This is an optimization exercise on Yosys and OpenROAD, whose aim is small area, not a production implementation. The RTL was checked by simulation tests, not by an equivalence proof against the original design. Power figures rest on the tool's default switching activity, not on a simulated workload.

## flow/design.v (module list and top-level ports; edited modules follow where they fit)
// module cpu: 1005 lines
module cpu(
    input clk,                           
    input RST,                           
    output [23:0] AB,                    
    output sync,                         
    input [7:0] DI,                      
    output reg [7:0] DO,                 
    output WE,                           
    input IRQ,                           
    input NMI,                           
    input RDY,                           
    input debug );
  // ...
==> flow/flow/run.sh <==
#!/bin/bash
# Own layout flow: the standard flow (standard.sh) with these changes in how
# the layout is made:
#  - synthesis maps the logic with an area-oriented ABC script (flow/abc_area.script)
#    instead of ORFS's; the registers are the standard synthesis's
#  - the repair_design after global placement may not use the large drive strengths
#    listed in flow/place_dont_use (later steps, CTS and timing repair, may)
#  - CTS clusters more sinks per buffer and inserts no dummy loads (flow/cts_args)
#  - the port buffers are the smallest buffer cell (flow/buffer_ports_args)
# Each tool's output is in the ORFS logs; make's own output is in standard_flow.log.
set -euo pipefail
W=$PWD
rm -rf "$W/own_scripts"
cp -r "$FLOW_HOME/scripts" "$W/own_scripts"
cp "$W/flow/abc_area.script" "$W/own_scripts/abc_area.script"
# placement repair_design: extra dont_use list
python3 - "$W/own_scripts/resize.tcl" "$W/flow/place_dont_use" <<'PY'
import sys
f, du = sys.argv[1], open(sys.argv[2]).read().split()
t = open(f).read()
old = "set_dont_use $::env(DONT_USE_CELLS)\n"
assert old in t
t = t.replace(old, old + "set_dont_use {%s}\n" % " ".join(du), 1)
open(f, "w").write(t)
PY
export SCRIPTS_DIR="$W/own_scripts"
export CTS_ARGS="$(cat "$W/flow/cts_args")"
export BUFFER_PORTS_ARGS="$(cat "$W/flow/buffer_ports_args")"
bash standard.sh > "$W/standard_flow.log" 2>&1
==> flow/flow/abc_area.script <==
strash
&get -n
&deepsyn -T 120
&put
strash
dch -f
amap
strash
dch -f
amap
strash
dch -f
amap
strash
dch -f
amap
strash
dch -f
amap
strash
dch -f
amap
topo
==> flow/flow/buffer_ports_args <==
-buffer_cell sky130_fd_sc_hd__buf_1
==> flow/flow/cts_args <==
-sink_clustering_enable -repair_clock_nets -dont_use_dummy_load -sink_clustering_size 25 -sink_clustering_max_diameter 80
==> flow/flow/place_dont_use <==
sky130_fd_sc_hd__*_4 sky130_fd_sc_hd__*_8 sky130_fd_sc_hd__*_12 sky130_fd_sc_hd__*_16 sky130_fd_sc_hd__buf_6
==> flow/standard.sh <==
#!/bin/bash
# synth_recipe.tcl (not shown) runs the flow's synth.tcl, then flattens the netlist and writes it again
# the make line also repeats each setting of config.mk as NAME=value (left out here)
make -C /OpenROAD-flow-scripts/flow DESIGN_CONFIG=/design/flow/config.mk WORK_HOME=/design/flow/orfs CLKGATE_MAP_FILE= SYNTH_SCRIPT=/design/flow/synth_recipe.tcl "${@:-finish}"
==> flow/config.mk <==
export PLATFORM = sky130hd
export DESIGN_NAME = cpu
export DESIGN_NICKNAME = cpu
export VERILOG_FILES = /design/flow/design.v
export SDC_FILE = /design/flow/constraint.sdc
export NUM_CORES = 4
export LEC_CHECK = 0
export ABC_AREA = 1
export CAP_MARGIN = 20
export CORE_MARGIN = 2
export CORE_UTILIZATION = 75
export GPL_TIMING_DRIVEN = 0
export SLEW_MARGIN = 20
==> flow/constraint.sdc <==
create_clock -name core_clock -period 14.0 [get_ports {clk}]
set_input_delay 2.8000 -clock core_clock [delete_from_list [all_inputs] [get_ports {clk}]]
set_output_delay 2.8000 -clock core_clock [all_outputs]
set_load 0.01 [all_outputs]
==> reports/results.ini, run 1 <==
[synth]
ys_top_cells_by_count=edfxtp_1 (528), nor2_1 (343), clkinv_1 (193)
synth_top_cell_by_area=edfxtp_1
muxShareOfSynthArea_pct=0
avgSynthCellArea_um2=11.96
synth_compound_area_share_pct=18.63
syn_nets=2199
synthAdderAreaFrac_pct=2.870
synthSimpleGateAreaFrac_pct=10.93
synth_xor_area_share_pct=0
synth-edff-count=528
syn-cell-area_um2=25540
yosysMostFrequentCell=edfxtp_1
ys_ff_latch=562

[status]
firstError=[ERROR GRT-0232] Routing congestion too high. Check the congestion heatmap in the GUI.
outcome=stopped before the end
failed_stage=global routing

[floorplanning]
start_util_pct=76.18
io_pins=48

[sta]
grt-worst-endpoint=AB[23]

[global_route]
grt_start_max_net_pins=41
grt-ovfl-total=8
busiest_layer=met2
grtUsageTotal_pct=70.19

[clocking]
ctsResizeCount=27
cts_made_buffers=29

==> run 2: changes to the inputs <==
--- a/flow/design.v
+++ b/flow/design.v
@@ -866,34 +866,34 @@
         BRK4:  state <= BRK3;
         DATA:  state <= SYNC;
         IDX0:  state <= IDX1;
         IDX1:  state <= IDX2;
         IDX2:  state <= DATA;
         IMM0:  state <= SYNC;
         INDW:  state <= IND0;
         IND0:  state <= IND1;
-        IND1:  state <= ABWDTH ? JMPW : JMP0;
+        IND1:  state <= ABW_Q ? JMPW : JMP0;
         JMPW:  state <= JMP0;
         JMP0:  state <= JMP1;
         JMP1:  state <= SYNC;
         JSRW:  state <= JSRH;
         JSRH:  state <= JSR3;
         JSR3:  state <= JSRL;
         JSRL:  state <= JSR4;
         JSR4:  state <= JMP1;
         JSR0:  state <= JSR1;
         JSR1:  state <= JSR2;
         JSR2:  state <= JMP1;
         PHA0:  state <= SYNC;
         PLA0:  state <= SYNC;
         RMW0:  state <= RMW1;
         RMW1:  state <= SYNC;
         RTI0:  state <= RTS0;
-        RTS0:  state <= ABWDTH ? RTSW : RTS1;
+        RTS0:  state <= ABW_Q ? RTSW : RTS1;
         RTSW:  state <= RTS1;
         RTS1:  state <= RTS2;
         RTS2:  state <= SYNC;
         ZPG0:  state <= DATA;
         ZPW0:  state <= RMW0;
         THRD:  state <= SYNC;
         THP2:  state <= THP1;
         THP1:  state <= THP0;
@@ -1011,17 +1011,17 @@
     if( ab_op[7] )
         ab_hold <= AB;
 wire [3:0] T_p1 = {1'b0, T} + 4'd1;
 reg [23:0] base;
 always @* begin
     case( ab_op[4:3] )
        2'b00: base = {8'h00, 4'h0, T_p1, S_r};
        2'b01: base = PCT;
-       2'b10: base = ABWDTH ? {DI, DR, D3} : {8'h00, DI, DR};
+       2'b10: base = ABW_Q ? {DI, DR, D3} : {8'h00, DI, DR};      
        2'b11: base = ab_hold;
     endcase
 end
 wire abl_ci = ab_op[0];
 wire [7:0] abl_a = (ab_op[2:1] == 2'b11) ? XY : base[7:0];
 wire [7:0] abl_b = (ab_op[2:1] == 2'b01) ? XY :
                    ab_op[2]              ? DI : 8'h00;
 wire [8:0] abl_sum = abl_a + abl_b + abl_ci;
==> flow/flow/abc_area.script (replaced) <==
strash
&get -n
&deepsyn -T 400
&put
strash
dch -f
amap
strash
dch -f
amap
strash
dch -f
amap
strash
dch -f
amap
strash
dch -f
amap
strash
dch -f
amap
topo
==> flow/config.mk (replaced) <==
export PLATFORM = sky130hd
export DESIGN_NAME = cpu
export DESIGN_NICKNAME = cpu
export VERILOG_FILES = /design/flow/design.v
export SDC_FILE = /design/flow/constraint.sdc
export NUM_CORES = 4
export LEC_CHECK = 0
export ABC_AREA = 1
export CAP_MARGIN = 20
export CORE_MARGIN = 2
export CORE_UTILIZATION = 65
export GPL_TIMING_DRIVEN = 0
export SLEW_MARGIN = 20
==> reports/results.ini, run 2 <==
[sta]
finalSetupViolCount=0
rsz0062_at_grt=false
slew_violations=0
hold_slack_ns=0.5192
setup_ws_ns=0.5352
fin_setup_tns_ns=0
timing_worst_slew_pin_value_ns=1.240
hold_viol_final=0
fmax_mhz=74.27
fin_crit_ns=13.46
clock_skew_ns=0.1177
slew_headroom_pct=17.36
fin_crit_sh_pct=96.18

[synth]
ys_seq_area_share_pct=64.95  ; was 64.74%
syn-instance-count=2104  ; was 2,136
syn_nets=2167  ; was 2,199
synth_top_flop_cell=edfxtp_1  ; unchanged
ys_top_cells_by_count=edfxtp_1 (528), nor2_1 (320), nand2_1 (202)  ; was edfxtp_1 (528), nor2_1 (343), clkinv_1 (193)
synth_xor_area_share_pct=0  ; unchanged
synthAdderAreaFrac_pct=2.880  ; was 2.870%
synth-edff-count=528  ; unchanged
ys_ff_latch=562  ; unchanged
synthTopCellsByArea=edfxtp_1 (62%), nor2_1 (4.7%), a222oi_1 (4.2%), o22ai_1 (3.1%), nand2_1 (3.0%)  ; was edfxtp_1 (62%), nor2_1 (5.0%), a222oi_1 (4.2%), o22ai_1 (2.9%), clkinv_1 (2.8%)
synth_top_family_by_area=compound AO/OA/AOI/OAI gates  ; unchanged
yosysMostFrequentCell=edfxtp_1  ; unchanged
muxShareOfSynthArea_pct=0  ; unchanged
synth_top_cell_by_area=edfxtp_1  ; unchanged
synth_compound_area_share_pct=18.34  ; was 18.63%
ys_types=50  ; was 51
synth_warnings=1  ; unchanged
avgSynthCellArea_um2=12.10  ; was 11.96 µm²
syn-cell-area_um2=25460  ; was 25,540 µm²
synthSimpleGateAreaFrac_pct=11.17  ; was 10.93%
async_reset_ff_share_pct=0  ; unchanged
yosysTopAreaCellShare_pct=62.27  ; was 62.07%

[cells_and_area]
mostFrequentLayoutCell=edfxtp_1
largest_reg_flops=192
nets=2315
multi_input_comb_area_um2=8508
area_growth_pct=8.777
final_cell_mix=edfxtp_1 (528), nor2_1 (302), nand2_1 (199), clkinv_1 (174), o22ai_1 (117)
regArea_um2=16540
layout-drive-gt1-share_pct=7.067
top_register=th.pc
nFillCells=2671

[placement]
dp_hpwl_um=58930  ; was 62,580 µm
io_buffers=43  ; unchanged
pre_cts_slack_ns=0.1429  ; was -0.3084 ns
globalplace.congestion=1.064  ; was 1.028

[clocking]
ctsHoldBuffers=0  ; unchanged
numClockSinks=562  ; unchanged
clk_pin_slew_ns=0.10
cts_buffer_depth=3  ; unchanged
cts_tree=yes
htree_levels=1  ; unchanged
clk_latency_ns=0.64
cts_made_buffers=30  ; was 29
clockRootBuffer=clkbuf_16  ; unchanged

[min_path]
hp-class=reg -> reg

[drt]
drtAntennaViolNets=0
wl_per_cell_um=30.20
drt_iter0_drc=3732
vias_per_cell=7.482
dr.pass1.iters=10
wl_um=83660
num_vias=20725
drc=0

[global_route]
grt_start_max_net_pins=42
grt_pass1_wl_um=123600
grt-ovfl-total=0
grtUsageTotal_pct=40.79
grt_antenna_before_repair=2
grt_pass1_vias=19500

[floorplanning]
die_w_um=201.9  ; was 188.5 µm
start_util_pct=65.88  ; was 76.18%
rows=72  ; was 67
io_pins=48  ; unchanged
dieHeight_um=201.9  ; was 188.5 µm
die_area_um2=40770
design.core.area_um2=38650

[power_and_ir_drop]
powerDensity_nw_per_um2=216.2
leakage_uw=0.009083
peakVddDrop_uv=134.9
finalPower_uw=5987

[critical_path]
cp_slowest_cell=fa_1
crit_arrival_ns=10.66
cp.required_ns=11.20
crit_path_max_fanout=15
start_kind=flop
endpoint_kind=output pin
crit_path_frequent_cell=fa_1
cpPeakStageDelay_ns=0.61
worst-setup-path-type=reg -> out

[run]
drv_cap=0

[status]
outcome=finished clean  ; was stopped before the end

run 2: cell count changes after synthesis, sizes merged, moves of 13 or more:
cell    delta
a21oi     -17
o22a      +20
nor2      -23
o21ai     -14
nand2     +20
clkinv    -13
run 2: logic make-up after synthesis:
group           after synthesis
buf+inv                     180
fa+ha+maj                    49
simple gates                677
compound gates              636
flops                       562
run 2: cell type report:
type	instances	area share (%)
Antenna cell	2	0.01807
Tap cell	518	2.340
Multi-Input combinational cell	1362	30.72
Clock buffer	30	2.711
Timing Repair Buffer	116	2.006
Inverter	180	2.494
Sequential cell	562	59.71
run 2: path summary, 6_finish.rpt:
check         from            to  slack (ns)  depth (start not counted)
max           T[1]         DO[7]        0.54                         37
min          ABW_Q         ABW_Q        0.52                          2
max reg2reg   T[1]  th[7].pc[23]        2.55                         52
min reg2reg  ABW_Q         ABW_Q        0.52                          2
run 2: routing by layer:
metal | vias up | part of all wire, % | global-route usage (%)
met5 | - | 0.016 | 0
met4 | 2 | 5.4 | 17.57
met3 | 316 | 15 | 10.22
met2 | 1833 | 45 | 62.67
met1 | 9885 | 35 | 56.03
li1 | 8689 | - | -
run 2: repair_timing:
action                     in CTS  in global routing
setup endpoints to repair       6                  9
pin swaps                       1                  0
resized for setup               7                 22
hold endpoints to repair        0                  0
setup buffers                   1                  7
run 2: through the flow:
stage          cells  area [µm²]  util [%]
6_report        2770       27700     71.66
3_3_place_gp    2665       26270     67.97
4_1_cts         2759       27530     71.24
3_5_place_dp    2728       26740     69.20
5_1_grt         2768       27690     71.65
2_1_floorplan   2104       25460         -
run 2: worst max-delay path: cells and delay by family, from the launching register on:
family	cells	cell delay (ns)
adders and majority gates	10	3.93
AOI/OAI and AO/OA	10	2.33
buffers and inverters	11	2.28
and+or+nand+nor	6	0.93
DFF	1	0.51
run 2: where the power goes:
part | switching, µW | internal [µW]
Combinational | 1670 | 622
Sequential | 230 | 2590
Clock | 496 | 379
Total | 2390 | 3590

## afterwards: timing with drivers on the ports
No port has a modelled driver above. Below, the same layout with a new extraction and two added sets of constraints.
Step 1: set_driving_cell puts a clkbuf_16 on clk and a buf_2 on each other input, an assumption about the parent block.
Step 2 moves the port delays by t, midway between the first and last clock arrival at a register: inputs arrive t later, outputs are due t later. That takes back most of the time a late clock gives input paths.
Slacks: no drivers / after step 1 / after step 2; pairs: no drivers / after step 1.
run: run 2
shift t [ns]: 0.638
slack for setup (ns): 0.535 / 0.480 / 1.118
hold WS [ns]: 0.519 / 0.519 / 0.519
After both steps run 2 still meets setup and hold. The setup slack of run 2 moves by -0.055 ns with the drivers and by +0.583 ns with both steps.
